From an optimization exercise on the open Yosys and OpenROAD flow, aimed at small area, a short achievable clock period and few clock cycles; shortcuts taken in it are not production practice.
Only simulation tests tie the RTL to the original design; equivalence was not proved.
Power is estimated from default activity; no workload was simulated.

Setup of garnet:
==> flow/design.v (excerpt) <==
module TopLevel (
    input  logic        clk,
    input  logic        rst,
    output logic [31:0] imem_addr,
    input  logic [31:0] imem_rdata,
    output logic        dmem_we,
    output logic [3:0]  dmem_mask,
    output logic [31:0] dmem_addr,
    output logic [31:0] dmem_wdata,
    input  logic [31:0] dmem_rdata
);
Size: about 78000 um^2 of cells after synthesis.
Settings: LEC_CHECK=0, CAP_MARGIN=20, CORE_MARGIN=2, CORE_UTILIZATION=45, SLEW_MARGIN=20, SYNTH_HIERARCHICAL=1; clock period 130.0 ns.
run.sh (not shown) runs the stock make flow with config.mk's settings and CLKGATE_MAP_FILE= SYNTH_SCRIPT=/design/flow/synth_recipe.tcl, a recipe that flattens the netlist after the stock synthesis.
Per the final summary, garnet finished and its layout is clean on timing, DRC and antenna.
Testbench counts of garnet, summed over its fixed seeds: cycles 49,025.
## Diff of input files: raven against garnet
--- a/flow/design.v
+++ b/flow/design.v
@@ -338,27 +338,26 @@
     wire md_away = is_mdu & ~md_quick;
     wire        cond  = (f3[2] ? (f3[1] ? ltu : lt) : eq) ^ f3[0];
     wire        redir = op_jalr | (op_jal & ~pred_x) | (op_br & (cond ^ pred_x));
     logic [31:2] pc_t, pc_n;
     logic        pc_t_co;
     add_rc #(30) u_pc_add (.a(pc_x), .b(pred_x ? 30'd1 : (op_br ? imm_b : imm_j)), .ci(1'b0),
                            .s(pc_t), .co(pc_t_co));
     inc_rc #(30) u_pc_inc (.a(pc_f), .ci(1'b1), .s(pc_n));
     wire [31:2] tgt   = op_jalr ? sum[31:2] : pc_t;
     wire [31:2] link  = pred_x ? pc_t : pc_f;
     logic        predict;
     logic [10:2] pt_lo;
-    wire x_alu = go & writes & (op_imm | (op_reg & ~is_mdu) | op_lui | op_auipc);
-    fetch_predict u_fpred (.fi(imem_rdata), .pc_lo(pc_f[10:2]), .x_alu(x_alu), .x_rd(rd),
-                           .x_zero(xres == 32'd0), .x_neg(xres[31]), .predict(predict), .pt_lo(pt_lo));
+    fetch_predict u_fpred (.fi(imem_rdata), .pc_lo(pc_f[10:2]), .predict(predict), .pt_lo(pt_lo));
+    wire [31:2] ptgt = {pc_f[31:11], pt_lo};
     logic [31:0] xres;
     always_comb begin
         if (op_jal | op_jalr)          xres = {link, 2'b00};
         else if (is_mdu)               xres = md_res;
         else if (op_reg | op_imm)      xres = alu;
         else                           xres = sum[31:0];
     end
     logic [31:0] sd;
     logic [3:0]  mask;
     always_comb begin
         if (f3[1]) begin
             sd = rs2v; mask = 4'b1111;
@@ -369,37 +368,36 @@
         end
     end
     wire stall = v_x & (load_use | md_hold | (md_wb & (writes | op_store)));
     wire go    = v_x & ~stall;
     wire md_wr = md_wb;
     logic [31:2] pc_alt, pc_d;
     always_comb begin
         if (rst)             pc_alt = 30'd0;
         else if (stall)      pc_alt = pc_f;
         else if (go & redir) pc_alt = tgt;
         else                 pc_alt = pc_n;
     end
-    wire pred_ok = ~rst & ~stall & ~(go & redir) & ~(&pc_f[10:2]);
-    pc_select u_pcsel (.sel(predict & pred_ok), .a(pt_lo), .b(pc_alt[10:2]), .y(pc_d[10:2]));
-    assign pc_d[31:11] = pc_alt[31:11];
+    wire pred_ok = ~rst & ~stall & ~(go & redir);
+    pc_select u_pcsel (.sel(predict & pred_ok), .a(ptgt), .b(pc_alt), .y(pc_d));
     always_ff @(posedge clk) begin
         pc_f <= pc_d;
         if (rst)         v_x <= 1'b0;
         else if (!stall) v_x <= ~(go & redir);
     end
     always_ff @(posedge clk)
         if (!stall) begin
             ir   <= imem_rdata[31:2];
             pc_x   <= pc_f;
-            pred_x <= predict & pred_ok;
+            pred_x <= predict;
         end
     always_ff @(posedge clk) begin
         if (rst) begin
             we_m  <= 1'b0;
             wen_m <= 1'b0;
             ld_m  <= 1'b0;
         end else begin
             we_m  <= go & op_store;
             wen_m <= md_wr | (go & writes & ~md_away);
             ld_m  <= go & op_load & writes;
         end
         res_m  <= md_wr ? md_res : xres;
@@ -413,57 +411,30 @@
     always_comb begin
         case (lf3_m[1:0])
             2'b00:   ldata = {{24{~lf3_m[2] & ld_sh[7]}},  ld_sh[7:0]};
             2'b01:   ldata = {{16{~lf3_m[2] & ld_sh[15]}}, ld_sh[15:0]};
             default: ldata = dmem_rdata;
         endcase
     end
     assign wb = ld_m ? ldata : res_m;
 endmodule
 module fetch_predict (
     input  logic [31:0] fi,
     input  logic [10:2] pc_lo,
-    input  logic        x_alu,       
-    input  logic [4:0]  x_rd,
-    input  logic        x_zero,      
-    input  logic        x_neg,       
     output logic        predict,
     output logic [10:2] pt_lo
 );
-    wire        f_br  = (fi[6:2] == 5'b11000) & (fi[7] == fi[31]);
-    wire        s1 = x_alu & (fi[19:15] == x_rd) & (fi[24:20] == 5'd0);
-    wire        s2 = x_alu & (fi[24:20] == x_rd) & (fi[19:15] == 5'd0);
-    logic       lt, taken;
-    always_comb begin
-        if (s1) lt = fi[13] ? 1'b0 : x_neg;
-        else    lt = fi[13] ? ~x_zero : (~x_neg & ~x_zero);
-        taken = (fi[14] ? lt : x_zero) ^ fi[12];
-    end
-    wire        known = s1 | s2;
-    logic       c, c_unused;
-    add_bk #(9) u_add (.a(pc_lo), .b({fi[30:25], fi[11:9]}), .ci(1'b0), .s(pt_lo), .co(c_unused));
-    carry9 u_c (.a(pc_lo), .b({fi[30:25], fi[11:9]}), .c(c));
-    assign predict = f_br & (known ? taken : fi[31]) & (c == fi[31]);
-endmodule
-module carry9 (
-    input  logic [8:0] a,
-    input  logic [8:0] b,
-    output logic       c
-);
-    wire [8:0] g = a & b;
-    wire [8:0] p = a | b;
-    logic [2:0] gg, pp;
-    always_comb
-        for (int k = 0; k < 3; k++) begin
-            gg[k] = g[3*k+2] | (p[3*k+2] & g[3*k+1]) | (p[3*k+2] & p[3*k+1] & g[3*k]);
-            pp[k] = p[3*k+2] & p[3*k+1] & p[3*k];
-        end
-    assign c = gg[2] | (pp[2] & gg[1]) | (pp[2] & pp[1] & gg[0]);
+    wire        f_br  = (fi[6:2] == 5'b11000) & fi[31] & fi[7];
+    wire        f_jal = (fi[6:2] == 5'b11011) & ({fi[19:12], fi[20]} == {9{fi[31]}});
+    wire [10:2] f_imm = {fi[30:25], fi[2] ? fi[24:22] : fi[11:9]};
+    logic       c;
+    add_bk #(9) u_add (.a(pc_lo), .b(f_imm), .ci(1'b0), .s(pt_lo), .co(c));
+    assign predict = (f_br | f_jal) & (c == fi[31]);
 endmodule
 module pc_select (
     input  logic        sel,
-    input  logic [10:2] a,
-    input  logic [10:2] b,
-    output logic [10:2] y
+    input  logic [31:2] a,
+    input  logic [31:2] b,
+    output logic [31:2] y
 );
     assign y = sel ? a : b;
 endmodule
Results
Antenna cell count came out exactly the same in garnet and raven.
Core util | raven vs garnet | raven lower
In terms of global-route usage, garnet and raven differ only marginally.
Diff garnet and raven: number of vias per cell after detailed routing higher in raven
Diff garnet..raven | number of gates given a new drive strength after cts | unchanged
raven does better than garnet on total non-filler cell area in the finished layout.
Area after synthesis down 500 um^2 in raven wrt garnet
When raven is set beside garnet, its number of non-clock buffers in the layout turns out to be 19 larger.
raven vs. garnet: slew of the pin with the lowest slew margin moved up, pre-CTS setup slack decreased 0.66 ns, average instance area after synthesis picked up an extra 0.28 um^2, via count of the first global-routing pass lost 1.2%, proportion of total power due to net switching grew by 0.40 points.
Compared with garnet, raven shows power per cell area that has gone up slightly.
Testbench counts of raven, summed over its fixed seeds: cycles 49,680.

## afterwards: timing with drivers on the ports
The flow's constraints put no driver on any port. The routed layouts listed below were extracted and timed again, unchanged, in two steps. Step 1: set_driving_cell puts a clkbuf_16 on clk and a buf_2 on each other input, an assumption about the parent block. Step 2, shift: input delay + t, output delay - t, t = (earliest + latest rising clock arrival at the registers) / 2. This alone moves slack from input paths to output paths. a / b / c = no drivers / after step 1 / after step 2; a / b = the first two.
| run | t, ns | setup WS [ns] | cell pins on the clock port's net |
|---|---|---|---|
| garnet | 0.890 | 100.904 / 100.964 / 100.074 | 1 |
| raven | 0.875 | 100.434 / 100.493 / 99.618 | 1 |
After both steps every run listed still meets setup and hold. For garnet, which loses most, drivers alone change the setup slack by +0.060 ns; drivers and shift together by -0.830 ns.
